Background: an optimization exercise with open tools, aiming at small area, a short achievable clock period and few clock cycles per item. Do not read the settings as production practice.
The RTL was checked by simulation tests, not by an equivalence proof against the original design.
No activity file was given, so power comes from the tool's default toggle rates.

File: run.sh
#!/bin/bash
# synth_recipe.tcl (not shown) runs the flow's synth.tcl, then flattens the netlist and writes it again
# the make line also repeats each setting of config.mk as NAME=value (left out here)
make -C /OpenROAD-flow-scripts/flow DESIGN_CONFIG=/design/flow/config.mk WORK_HOME=/design/flow/orfs CLKGATE_MAP_FILE= SYNTH_SCRIPT=/design/flow/synth_recipe.tcl finish
File: constraint.sdc
create_clock -name core_clock -period 12.0 [get_ports {clk}]
set_input_delay 2.4000 -clock core_clock [delete_from_list [all_inputs] [get_ports {clk}]]
set_output_delay 2.4000 -clock core_clock [all_outputs]
set_load 0.01 [all_outputs]
File: config.mk
export PLATFORM = sky130hd
export DESIGN_NAME = Practica_1
export DESIGN_NICKNAME = Practica_1
export VERILOG_FILES = /design/flow/design.v
export SDC_FILE = /design/flow/constraint.sdc
export NUM_CORES = 4
export LEC_CHECK = 0
export CAP_MARGIN = 20
export CORE_MARGIN = 2
export CORE_UTILIZATION = 40
export SLEW_MARGIN = 20
File: design.v
module Accumulator
#(
	parameter NBits=16
)
(
	input clk,
	input reset,
	input sys_reset,
	input [NBits-1:0]in,
	input ready,	
	output [NBits-1:0]acc,
	output readBit
);
logic [NBits-1:0]acc_logic;	 
bit readyLogic;					 
always @ (posedge clk, negedge reset) begin
	if(reset == 1'b0) begin
		acc_logic = 16'b0000000000000000;
		readyLogic <= 1'b0;
	end
	else if(sys_reset == 1'b1)
		acc_logic = 16'b0000000000000000;
	else
	begin
		if(!ready)
			acc_logic = acc_logic + in;
		readyLogic <= ready;
	end
end
assign acc = acc_logic;
assign readBit = readyLogic;
endmodule
module BCD_16Bit
(
	input [15:0]bits_in,
	output [3:0]uni,
	output [3:0]dec,
	output [3:0]cen,
	output [3:0]thou,
	output [3:0]thou2
);
genvar i;			 
genvar j;			 
genvar k;			 
genvar l;			 
wire [56:0]For0_wire;		 
wire [56:0]For1_wire;		 
wire [56:0]For2_wire;		 
wire [56:0]For3_wire;		 
wire [19:0]bits_out;
Binary_shift_three_adder
C1
(
	.In_Bits({1'b0,bits_in[15:13]}),
	.Out_Bits({For0_wire[3:0]})
);
Binary_shift_three_adder
C14
(
	.In_Bits({1'b0,For0_wire[3],For0_wire[7],For0_wire[11]}),
	.Out_Bits({For1_wire[3:0]})
);
Binary_shift_three_adder
C24
(
	.In_Bits({1'b0,For1_wire[3],For1_wire[7],For1_wire[11]}),
	.Out_Bits({For2_wire[3:0]})
);
Binary_shift_three_adder
C31
(
	.In_Bits({1'b0,For2_wire[3],For2_wire[7],For2_wire[11]}),
	.Out_Bits({bits_out[19],For3_wire[2:0]})
);
generate
	for(i = 0; i < 48; i = i + 4) begin:Binaries
	if(i == 44) begin
		Binary_shift_three_adder
		C_Stage1
		(
			.In_Bits({For0_wire[i+2:i+0],bits_in[12-(i/4)]}),
			.Out_Bits({bits_out[4:1]})
		);
	end
	else
	begin
		Binary_shift_three_adder
		C_Stage1
		(
			.In_Bits({For0_wire[i+2:i+0],bits_in[12-(i/4)]}),
			.Out_Bits({For0_wire[i+7:i+4]})
		);
	end
	end:Binaries
	for(j = 0; j < 36; j = j + 4) begin:Binaries_2
	if(j == 32) begin
		Binary_shift_three_adder
		C_Stage2
		(
			.In_Bits({For1_wire[j+2:j+0],For0_wire[15+j]}),
			.Out_Bits({bits_out[8:5]})
		);
	end
	else
	begin
		Binary_shift_three_adder
		C_Stage2
		(
			.In_Bits({For1_wire[j+2:j+0],For0_wire[15+j]}),
			.Out_Bits({For1_wire[j+7:j+4]})
		);
	end
	end:Binaries_2
	for(k = 0; k < 24; k = k + 4) begin:Binaries_3
	if(k == 20) begin
		Binary_shift_three_adder
		C_Stage3
		(
			.In_Bits({For2_wire[k+2:k+0],For1_wire[15+k]}),
			.Out_Bits({bits_out[12:9]})
		);
	end
	else
	begin
		Binary_shift_three_adder
		C_Stage3
		(
			.In_Bits({For2_wire[k+2:k+0],For1_wire[15+k]}),
			.Out_Bits({For2_wire[k+7:k+4]})
		);
	end
	end:Binaries_3
	for(l = 0; l < 12; l = l + 4) begin:Binaries_4
	if(l == 0)
	begin
		Binary_shift_three_adder
		C_Stage4
		(
			.In_Bits({For3_wire[l+2:l+0],For2_wire[15+l]}),
			.Out_Bits({bits_out[18-l],For3_wire[l+6:l+4]})
		);
	end
	if(l == 4)
	begin
	Binary_shift_three_adder
	C_Stage4
	(
		.In_Bits({For3_wire[l+2:l+0],For2_wire[15+l]}),
		.Out_Bits({bits_out[17],For3_wire[l+6:l+4]})
	);
	end
	if(l == 8) begin
		Binary_shift_three_adder
		C_Stage4
		(
			.In_Bits({For3_wire[l+2:l+0],For2_wire[15+l]}),
			.Out_Bits({bits_out[16:13]})
		);
	end
	end:Binaries_4
endgenerate
assign bits_out[0] = bits_in[0];
assign uni = bits_out[3:0];
assign dec = bits_out[7:4];
assign cen = bits_out[11:8];
assign thou = bits_out[15:12];
assign thou2 = bits_out[19:16];
endmodule
module Binary_a2_complement_converter
(
	input [7:0] In_Bits,
	output [7:0] Out_Bits,
	output Sign
);
	logic [7:0] Out_Bits_Logic;
	logic Sign_Logic;
	always_comb
	begin	
		if((In_Bits[7]))
		begin
			Out_Bits_Logic = ~In_Bits+8'b00000001;
			Sign_Logic = 1'b1;
		end
		else
		begin
			Out_Bits_Logic = In_Bits;
			Sign_Logic = 1'b0;
		end
	end
	assign Out_Bits = Out_Bits_Logic;
	assign Sign = Sign_Logic;
endmodule
module Binary_shift_three_adder
(
	input [3:0] In_Bits,
	output [3:0] Out_Bits
);
	logic [3:0] Out_Bits_Logic;
always_comb
	begin	
		if(~(In_Bits[3])&~(In_Bits[2])&~(In_Bits[1])&~(In_Bits[0]))
			Out_Bits_Logic = 4'b0000;
		else if(~(In_Bits[3])&~(In_Bits[2])&~(In_Bits[1])&(In_Bits[0]))    
			Out_Bits_Logic = 4'b0001;
		else if(~(In_Bits[3])&~(In_Bits[2])&(In_Bits[1])&~(In_Bits[0]))
			Out_Bits_Logic = 4'b0010;
		else if(~(In_Bits[3])&~(In_Bits[2])&(In_Bits[1])&(In_Bits[0]))
			Out_Bits_Logic = 4'b0011;
		else if(~(In_Bits[3])&(In_Bits[2])&~(In_Bits[1])&~(In_Bits[0]))
			Out_Bits_Logic = 4'b0100;
		else if(~(In_Bits[3])&(In_Bits[2])&~(In_Bits[1])&(In_Bits[0]))
			Out_Bits_Logic = 4'b1000;
		else if(~(In_Bits[3])&(In_Bits[2])&(In_Bits[1])&~(In_Bits[0]))
			Out_Bits_Logic = 4'b1001;
		else if(~(In_Bits[3])&(In_Bits[2])&(In_Bits[1])&(In_Bits[0]))
			Out_Bits_Logic = 4'b1010;
		else if((In_Bits[3])&~(In_Bits[2])&~(In_Bits[1])&~(In_Bits[0]))
			Out_Bits_Logic = 4'b1011;
		else if((In_Bits[3])&~(In_Bits[2])&~(In_Bits[1])&(In_Bits[0]))
			Out_Bits_Logic = 4'b1100;
		else
			Out_Bits_Logic = 4'b0000;
	 end
	 assign Out_Bits = Out_Bits_Logic;
endmodule
module Ctl_Unit
(
	input start,
	input reset,
	input clk,
	output one_shot,
	output first,
	output ready
);
enum logic [3:0] {IDLE, ONE_SHOT, FIRST, SECOND, THIRD, FOURTH, FIFTH, SIXTH, SEVENTH, EIGHTH, READY} state; 
bit one_shot_bit;		 
bit first_bit;			 
bit ready_bit;			 
always_ff@(posedge clk, negedge reset) begin
	if(reset == 1'b0)
		state <= IDLE;
	else
	begin
		case(state)
			IDLE:				if(start == 1'b1) 	state <= ONE_SHOT;
			ONE_SHOT:									state <= FIRST;
			FIRST:									 	state <= SECOND;
			SECOND:										state <= THIRD;
			THIRD:										state <= FOURTH;
			FOURTH:										state <= FIFTH;
			FIFTH:										state <= SIXTH;
			SIXTH:										state <= SEVENTH;
			SEVENTH:									 	state <= EIGHTH;
			EIGHTH:										state <= READY;
			READY:			if(start == 1'b0) 	state <= IDLE;
			default:		state <= IDLE;
		endcase
	end
end
always_comb begin
	one_shot_bit = 1'b0;
	first_bit = 	1'b0;
	ready_bit =	   1'b0;
	case(state) 		
			ONE_SHOT:	one_shot_bit = 1'b1;									
			FIRST:		first_bit = 	1'b1;							 									
			READY:		ready_bit =	   1'b1;	
			default:	;
	endcase
end
assign one_shot = one_shot_bit;
assign first = first_bit;
assign ready = ready_bit;
endmodule
module Multiplexer2to1
#(
	parameter NBits=32
)
(
	input Selector,
	input [NBits-1:0] MUX_Data0,
	input [NBits-1:0] MUX_Data1,
	output [NBits-1:0] MUX_Output
);
	logic [NBits-1:0] Mux_Output_Logic;
	always_comb
	begin
		if(Selector)
			Mux_Output_Logic = MUX_Data1;
		else
			Mux_Output_Logic = MUX_Data0;
	end
	assign MUX_Output = Mux_Output_Logic;
endmodule
module Nor_M
(
	input A,
	input B,
	output C
);
assign C = ~(A|B);
endmodule
module Xor_M
(
	input A,
	input B,
	output C
);
assign C = A^B;
endmodule
module SegmentDisplay
(
	input [3:0]value,
	output [6:0]Seg_Result
);
logic Seg0_log;
logic Seg1_log;
logic Seg2_log;
logic Seg3_log;
logic Seg4_log;
logic Seg5_log;
logic Seg6_log;
always_comb begin: SegDis
	if (value == 4'b0000)
		begin
			Seg0_log = 1'b0;
			Seg1_log = 1'b0;
			Seg2_log = 1'b0;
			Seg3_log = 1'b0;
			Seg4_log = 1'b0;
			Seg5_log = 1'b0;
			Seg6_log = 1'b1;
		end
	else
	if (value == 4'b0001)
		begin
			Seg0_log = 1'b1;
			Seg1_log = 1'b0;
			Seg2_log = 1'b0;
			Seg3_log = 1'b1;
			Seg4_log = 1'b1;
			Seg5_log = 1'b1;
			Seg6_log = 1'b1;
		end
	else
	if (value == 4'b0010)
		begin
			Seg0_log = 1'b0;
			Seg1_log = 1'b0;
			Seg2_log = 1'b1;
			Seg3_log = 1'b0;
			Seg4_log = 1'b0;
			Seg5_log = 1'b1;
			Seg6_log = 1'b0;
		end
	else
	if (value == 4'b0011)
		begin
			Seg0_log = 1'b0;
			Seg1_log = 1'b0;
			Seg2_log = 1'b0;
			Seg3_log = 1'b0;
			Seg4_log = 1'b1;
			Seg5_log = 1'b1;
			Seg6_log = 1'b0;
		end
	else	
	if (value == 4'b0100)
		begin
			Seg0_log = 1'b1;
			Seg1_log = 1'b0;
			Seg2_log = 1'b0;
			Seg3_log = 1'b1;
			Seg4_log = 1'b1;
			Seg5_log = 1'b0;
			Seg6_log = 1'b0;
		end
	else
	if (value == 4'b0101)
		begin
			Seg0_log = 1'b0;
			Seg1_log = 1'b1;
			Seg2_log = 1'b0;
			Seg3_log = 1'b0;
			Seg4_log = 1'b1;
			Seg5_log = 1'b0;
			Seg6_log = 1'b0;
		end
	else
	if (value == 4'b0110)
		begin
			Seg0_log = 1'b0;
			Seg1_log = 1'b1;
			Seg2_log = 1'b0;
			Seg3_log = 1'b0;
			Seg4_log = 1'b0;
			Seg5_log = 1'b0;
			Seg6_log = 1'b0;
		end
	else
	if (value == 4'b0111)
		begin
			Seg0_log = 1'b0;
			Seg1_log = 1'b0;
			Seg2_log = 1'b0;
			Seg3_log = 1'b1;
			Seg4_log = 1'b1;
			Seg5_log = 1'b1;
			Seg6_log = 1'b1;
		end
	else
	if (value == 4'b1000)
		begin
			Seg0_log = 1'b0;
			Seg1_log = 1'b0;
			Seg2_log = 1'b0;
			Seg3_log = 1'b0;
			Seg4_log = 1'b0;
			Seg5_log = 1'b0;
			Seg6_log = 1'b0;
		end
	else	
	if (value == 4'b1001)
		begin
			Seg0_log = 1'b0;
			Seg1_log = 1'b0;
			Seg2_log = 1'b0;
			Seg3_log = 1'b0;
			Seg4_log = 1'b1;
			Seg5_log = 1'b0;
			Seg6_log = 1'b0;
		end
	else
		begin
			Seg0_log = 1'b1;
			Seg1_log = 1'b1;
			Seg2_log = 1'b1;
			Seg3_log = 1'b1;
			Seg4_log = 1'b1;
			Seg5_log = 1'b1;
			Seg6_log = 1'b1;
		end
end
assign Seg_Result = {Seg6_log, Seg5_log, Seg4_log, Seg3_log, Seg2_log, Seg1_log, Seg0_log};
endmodule 
module SegmentSign
(
	input SignValue,
	input [15:0] Value,
	output [6:0]Seg_Result
);
logic Seg0_log;
logic Seg1_log;
logic Seg2_log;
logic Seg3_log;
logic Seg4_log;
logic Seg5_log;
logic Seg6_log;
always_comb begin: SegDis
	if (Value==16'b0)
		begin
			Seg0_log = 1'b1;
			Seg1_log = 1'b1;
			Seg2_log = 1'b1;
			Seg3_log = 1'b1;
			Seg4_log = 1'b1;
			Seg5_log = 1'b1;
			Seg6_log = 1'b1;
		end
	else 
		begin
		if (SignValue == 1'b1)
			begin
				Seg0_log = 1'b1;
				Seg1_log = 1'b1;
				Seg2_log = 1'b1;
				Seg3_log = 1'b1;
				Seg4_log = 1'b1;
				Seg5_log = 1'b1;
				Seg6_log = 1'b0;
			end
		else
			begin
				Seg0_log = 1'b1;
				Seg1_log = 1'b1;
				Seg2_log = 1'b1;
				Seg3_log = 1'b1;
				Seg4_log = 1'b1;
				Seg5_log = 1'b1;
				Seg6_log = 1'b1;
			end
		end
end
assign Seg_Result = {Seg6_log, Seg5_log, Seg4_log, Seg3_log, Seg2_log, Seg1_log, Seg0_log};
endmodule 
module ShiftRegisterLoR
#(
	parameter WORD_LENGTH = 8
)
(
	input clk,
	input reset,
	input load,
	input shift,
	input [WORD_LENGTH - 1 : 0] parallelInput,
	input LoR,
	input ready,
	output serialOutput,
	output [WORD_LENGTH - 1 : 0] parallelOutput,
	output readyFlag
);
logic [WORD_LENGTH - 1 : 0] shiftRegister_logic;	 
bit LoR_bit;		 
bit readyBit;		 
always @ (posedge clk, negedge reset) begin
	if(reset == 1'b0) begin
		shiftRegister_logic <= {WORD_LENGTH{1'b0}};
		LoR_bit = 1'b0;
		readyBit <= 1'b0;
	end
	else
	begin
		case ({load, shift})
			2'b01:
				if(LoR == 1'b0)
					begin
						LoR_bit = shiftRegister_logic[WORD_LENGTH - 1]; 
						shiftRegister_logic <= {shiftRegister_logic[WORD_LENGTH - 2 : 0], 1'b0};
					end
				else
					begin
						LoR_bit = shiftRegister_logic[0]; 
						shiftRegister_logic <= {1'b0, shiftRegister_logic[WORD_LENGTH - 1 : 1]};
					end
			2'b10:
				shiftRegister_logic <= parallelInput;
			default:
				shiftRegister_logic <= shiftRegister_logic;
		endcase
		readyBit <= ready;
	end
end
assign serialOutput = LoR_bit;
assign parallelOutput = shiftRegister_logic;
assign readyFlag = readyBit;
endmodule
 module Seq_Multiplier
#(
	parameter NBits = 8 , 
	parameter N2Bits = 2*NBits
)
(
	input clk,
	input reset,
	input start,
	input [NBits-1:0] multiplier,
	input [NBits-1:0] multiplicand,
	output [N2Bits-1:0] product,
	output readyBit,
	output signBit
);
wire one_shot;
wire first;
wire ready;
wire shift_ctl;
wire [NBits-1:0] parallel_output_multiplier;
wire serial_output_multiplier;
wire shift_ctl_multiplicand;
wire [N2Bits-1:0] parallel_output_multiplicand;
wire serial_output_multiplicand;
wire [N2Bits-1:0] acc_input;
wire [N2Bits-1:0] acc_output;
wire [NBits-1:0] multiplier_a2;
wire [NBits-1:0] multiplicand_a2;
wire sign_multiplier;
wire sign_multiplicand;
wire out_sign;
wire readyBitmultiplier;
wire readyBitmultiplicand;
wire readyBitAcc;
Ctl_Unit CU1 (
	.start(start),
	.reset(reset),
	.clk(clk),
	.one_shot(one_shot),
	.first(first),
	.ready(ready)
);
Nor_M NG1(
	.A(one_shot),
	.B(ready),
	.C(shift_ctl)
);
ShiftRegisterLoR #(NBits) Multiplier
(
	.clk(clk),
	.reset(reset),
	.load(one_shot),
	.shift(shift_ctl),
	.parallelInput(multiplier_a2),
	.LoR(1'b1),	
	.ready(ready),
	.serialOutput(serial_output_multiplier),
	.parallelOutput(parallel_output_multiplier),
	.readyFlag(readyBitmultiplier)
);
Multiplexer2to1 #(1) MUX_Nor
(
	.Selector(first),
	.MUX_Data0(shift_ctl),
	.MUX_Data1(1'b0),
	.MUX_Output(shift_ctl_multiplicand)
);
ShiftRegisterLoR #(N2Bits) Multiplicand
(
	.clk(clk),
	.reset(reset),
	.load(one_shot),
	.shift(shift_ctl_multiplicand),
	.parallelInput({8'b0, multiplicand_a2}),
	.LoR(1'b0),	
	.ready(ready),
	.serialOutput(serial_output_multiplicand),
	.parallelOutput(parallel_output_multiplicand),
	.readyFlag(readyBitmultiplicand)
);
Multiplexer2to1 #(N2Bits) MUX_Multiplier
(
	.Selector(serial_output_multiplier),
	.MUX_Data0(16'b0),
	.MUX_Data1(parallel_output_multiplicand),
	.MUX_Output(acc_input)
);
Accumulator #(N2Bits) acc1
(
	.clk(clk),
	.reset(reset),
	.sys_reset(one_shot),
	.in(acc_input),
	.ready(readyBitmultiplier),
	.acc(acc_output),
	.readBit(readyBitAcc)
);
Binary_a2_complement_converter A2C1
(
	.In_Bits(multiplier),
   .Out_Bits(multiplier_a2),
	.Sign(sign_multiplier)
);
Binary_a2_complement_converter A2C2
(
	.In_Bits(multiplicand),
   .Out_Bits(multiplicand_a2),
	.Sign(sign_multiplicand)
);
Xor_M XG1(
	.A(sign_multiplier),
	.B(sign_multiplicand),
	.C(out_sign)
);
assign product = acc_output;
assign readyBit = readyBitAcc;
assign signBit = out_sign;
endmodule
module Practica_1
#(
	parameter NBits = 8,
	parameter N2Bits = NBits*2
)
(
	input clk,
	input reset,
	input start,
	input [NBits-1:0] multiplier,
	input [NBits-1:0] multiplicand,
	output [6:0]uni_Seg_out,
	output [6:0]dec_Seg_out,
	output [6:0]cen_Seg_out,
	output [6:0]thou_Seg_out,
	output [6:0]thou2_Seg_out,
	output [6:0]sign_Seg_out,
	output ready
);
wire [15:0] product;
wire [15:0] product_mux;
wire readyBit;
wire signBit;
wire  [3:0] uni;
wire  [3:0] dec;
wire  [3:0] cen;
wire  [3:0] thou;
wire  [3:0] thou2;
wire [19:0] seg_In;
wire [34:0] seg_Out;
wire [6:0] sign_Seg;
assign seg_In = {thou2, thou, cen, dec, uni};
genvar i;	
 Seq_Multiplier SM1
(
	.clk(clk),
	.reset(reset),
	.start(start),
	.multiplier(multiplier),
	.multiplicand(multiplicand),
	.product(product),
	.readyBit(readyBit),
	.signBit(signBit)
);
Multiplexer2to1 #(N2Bits) MUX_Seq_Out
(
	.Selector(readyBit),
	.MUX_Data0(16'b0),
	.MUX_Data1(product),
	.MUX_Output(product_mux)
);
 BCD_16Bit BCD1
(
	.bits_in(product_mux),
	.uni(uni),
	.dec(dec),
	.cen(cen),
	.thou(thou),
	.thou2(thou2)
);
 SegmentSign SS1
(
	.SignValue(signBit),
	.Value(product_mux),
	.Seg_Result(sign_Seg)
);
generate
	for(i = 4; i < 21; i = i + 4) begin :Seg7
			SegmentDisplay SD
			(
				.value(seg_In[(i-1):(i-4)]),
				.Seg_Result(seg_Out[((7*(i/4))-1):((7*(i/4))-7)])
			);
	end: Seg7
endgenerate
assign uni_Seg_out = seg_Out[6:0];
assign dec_Seg_out = seg_Out[13:7];
assign cen_Seg_out = seg_Out[20:14];
assign thou_Seg_out = seg_Out[27:21];
assign thou2_Seg_out = seg_Out[34:28];
assign sign_Seg_out = sign_Seg;
assign ready = readyBit;
endmodule
==> notes.md <==
metal layers:
metal	vias to the layer above	wire [µm]	GRT usage [%]
met5	-	0	0
met4	0	283	3.92
met3	27	2060	3.94
met2	396	10900	31.5
met1	4406	12300	31.3
li1	4707	-	-
cells in the mapped netlist (all sizes together), types with 14 or more instances:
cell | n | area (µm²)
ha | 17 | 213
nor3 | 31 | 165
inv | 33 | 124
buf | 73 | 485
dfrtp | 47 | 1180
xor2 | 18 | 158
a211oi | 18 | 140
xnor2 | 29 | 254
o21ai | 99 | 518
o31ai | 17 | 146
nand4 | 17 | 106
and2 | 32 | 200
and3 | 15 | 93.8
a21oi | 101 | 509
o211ai | 28 | 215
nand3 | 48 | 240
mux2i | 23 | 230
o21bai | 14 | 105
nand2 | 136 | 513
nor2 | 140 | 526
o22ai | 20 | 125
clkbuf | 67 | 251
power by group through the flow:
stage,Combinational [mW],Sequential (mW),Clock [mW]
2_1_floorplan,1.45,0.262,0
3_3_place_gp,1.67,0.362,0
3_5_place_dp,1.68,0.363,0
4_1_cts,1.69,0.360,0.142
5_1_grt,1.88,0.379,0.148
6_report,1.70,0.363,0.138
worst max path at each step:
stage / start / end
after floorplan: SM1.acc1.acc_logic[13]$_DFFE_PN0P_ / thou_Seg_out[0]
after global routing: SM1.acc1.acc_logic[15]$_DFFE_PN0P_ / thou_Seg_out[5]
after global placement: SM1.acc1.acc_logic[15]$_DFFE_PN0P_ / thou_Seg_out[5]
after detailed placement: SM1.acc1.acc_logic[15]$_DFFE_PN0P_ / thou_Seg_out[5]
after CTS: SM1.acc1.acc_logic[15]$_DFFE_PN0P_ / thou_Seg_out[5]
final: SM1.acc1.acc_logic[11]$_DFFE_PN0P_ / thou_Seg_out[5]
through the flow:
| step | cell area [µm²] | setup WS [ns] | instances |
|---|---|---|---|
| finish | 9340 | 1.37 | 1523 |
| global route | 9340 | 0.822 | 1523 |
| CTS | 9330 | 1.55 | 1523 |
| detailed placement | 9190 | 1.85 | 1515 |
| global placement | 9190 | 1.94 | 1515 |
| floorplan | 8900 | 4.04 | 1305 |
registers in the layout, summed over array words and instances (netlist names):
signal                                cells
SM1.CU1.state                             4
SM1.Multiplicand.shiftRegister_logic     16
SM1.Multiplier.LoR_bit                    1
SM1.Multiplier.readyBit                   1
SM1.Multiplier.shiftRegister_logic        8
SM1.acc1.acc_logic                       16
SM1.acc1.readyLogic                       1
layout make-up:
type / instances / area [µm²]
clock inverter: 2 / 16.3
fill: 2267 / 12500
timing repair buffer: 70 / 661
clock buffer: 6 / 129
multi-input combinational: 1083 / 6870
tap: 280 / 350
inverter: 35 / 131
sequential: 47 / 1180
worst max-delay path, delay by kind of cell (launching register included):
kind,cells,cell delay [ns]
buffers and inverters,1,0.58
and+or+nand+nor,9,2.40
DFF,1,1.00
AOI/OAI and AO/OA,9,3.01
xor gates and xnor gates,1,0.49
muxes,1,0.41
cells by family after synthesis:
family,share of synthesized area (%)
buf+inv,9.77
flops,13.2
mux,3.73
simple gates,28.5
xor+xnor,4.63
other cells,0.0422
compound gates,37.1
fa+ha+maj,2.97
cell usage in the layout (no fill, tap or decap), drive strengths merged, types with 23 or more instances in the layout:
master / netlist / final
a21oi: 101 / 101
xnor2: 29 / 29
and2: 32 / 32
nand2: 136 / 136
nor2: 140 / 140
inv: 33 / 34
nor3: 31 / 31
dfrtp: 47 / 47
nand3: 48 / 48
o21ai: 99 / 99
o211ai: 28 / 28
mux2i: 23 / 23
clkdlybuf4s50: 0 / 54
==> flow_summary.yaml <==
yosys:
  seq_area_frac_synth_pct: 13.2
  synth_cell_type_count: 116
  synthFlopType: "dfrtp_1"
  synth.avg_cell_area_um2: 6.83
  async_flop_share_pct: 100
  synth_edf_count: 0
  netlist_area_um2: 8880
  ys_seq_elements: 47
  yosys_warnings: 10
  syn_inst: 1300
worst_setup_path:
  rr_startpoint: "SM1.Multiplier.LoR_bit$_DFFE_PN0N_"
  start_kind: "flop"
  cp.arrival_ns: 8.23
  r2r_cells: 19
  path_class: "flop to output port"
  cp-end-kind: "output port"
  cpPeakStageDelay_ns: 1.00
  crit_required_ns: 9.60
  critical_path.max_fanout: 34
  worst_path_max_delay_cell: "dfrtp_1"
  rr_endpoint: "SM1.acc1.acc_logic[15]$_DFFE_PN0P_"
  cp_cell_sequence: "nor2b_1, mux2i_1, o221ai_2, xnor2_1, nand2_1, nand3_1, and3b_1, a2111oi_1, or3_1, o211a_1, o21a_4, nor3_1, o211a_1, o31ai_4, nor3b_1, nor4_4, o21ai_4, a21oi_1, or3_1, o311ai_1, clkdlybuf4s50_1"
  regToRegSetupSlack_ns: 7.83
floorplanning:
  io_pins: 62
  start_util_pct: 40.7
  rows: 54
  fp.dieW_um: 153
  die_h_um: 153
  core_um2: 21800
  dieArea_um2: 23400
cts:
  clk_latency_ns: 0.29
  clock_sinks: 47
  root_buffer: "clkbuf_16"
  htree_levels: 2
  clk_path_buf_depth: 2
  cts_tree: "yes"
  holdBufCountCts: 0
  post_cts_buffers: 0
  cts_made_buffers: 5
  path_clk_slew_ns: 0.06
  post_cts_resized: 0
run:
  cap_violations: 0
finish:
  n_antenna_cell: 0
  drive_gt1_share_pct: 6.28
  fin_util_pct: 42.8
  areaGrowthSynthToFinish_pct: 5.13
  nNetsFinal: 1279
global_routing:
  grt_overflow: 0
  antenna_found_initial: 0
  grt_pass1_wl_um: 42600
  grt_max_degree: 48
  track_usage_pct: 21.0
  grt_pass1_vias: 8487
place:
  finalWeightedCongestion: 0.935
  dpl.hpwl_um: 18500
  port_buffers: 55
detailed_routing:
  drt_pass1_iterations: 5
  drt_wl_total_um: 25600
  dr_total_vias: 9536
  via_per_inst: 6.26
  drc: 0
  drt_iter0_markers: 1062
  ant_nets: 0
  wire_per_inst_um: 16.8
pwr:
  p_total_mw: 2.20
  power_leakage_nw: 3.44
  p_int_mw: 1.05
  power_frac_comb_pct: 77.2
  seqPwrFrac_pct: 16.5
  ir_worst_vdd_uv: 109
  p_sw_mw: 1.16
  p_sw_share_pct: 52.5
  clockPowerShare_pct: 6.3
  powerDensity_nw_per_um2: 236
timing:
  fmax_mhz: 94.0
  timing.slew.headroom_pct: 21.7
  slew_viol_final: 0
  setup_violations: 0
  period_minus_slack_ns: 10.63
  fin_hold_ws_ns: 0.483
  rsz0062_at_grt: "no"
  fin_crit_sh_pct: 88.6
  worstMarginPinSlew_ns: 1.16
  hold_viol: 0
  skew_ns: 0.00545
  setup_tns_ns: 0
hold_path:
  hp-class: "flop to flop"
  hold_end: "SM1.Multiplier.shiftRegister_logic[3]$_DFFE_PN0P_"
  whs_path_depth: 2
  min_from: "SM1.Multiplier.shiftRegister_logic[3]$_DFFE_PN0P_"
run_status:
  outcome: "no timing/DRC/antenna violations"
Testbench counts, summed over its fixed seeds: cycles 120,000, items 8,000.

==> what the ideal ports hide <==
Ports are ideal in the flow. The routed layout listed here was re-timed in OpenROAD.
Step 1, drivers: a clkbuf_16 drives clk and a buf_2 each remaining input, both assumed.
Step 2 moves the port delays by t, midway between the first and last clock arrival at a register: inputs arrive t later, outputs are due t later. That takes back most of the time a late clock gives input paths.
Slacks: ideal ports / drivers / drivers and shift; pairs: ideal ports / drivers.
t (ns): 0.324
slack for setup (ns): 1.366 / 1.329 / 1.653
hold WS [ns]: 0.483 / 0.483 / 0.483
worst register clock-pin slew, ns: 0.06 / 0.06
After both steps this run still meets setup and hold. For this run, drivers alone change the setup slack by -0.037 ns; drivers and shift together by +0.287 ns.
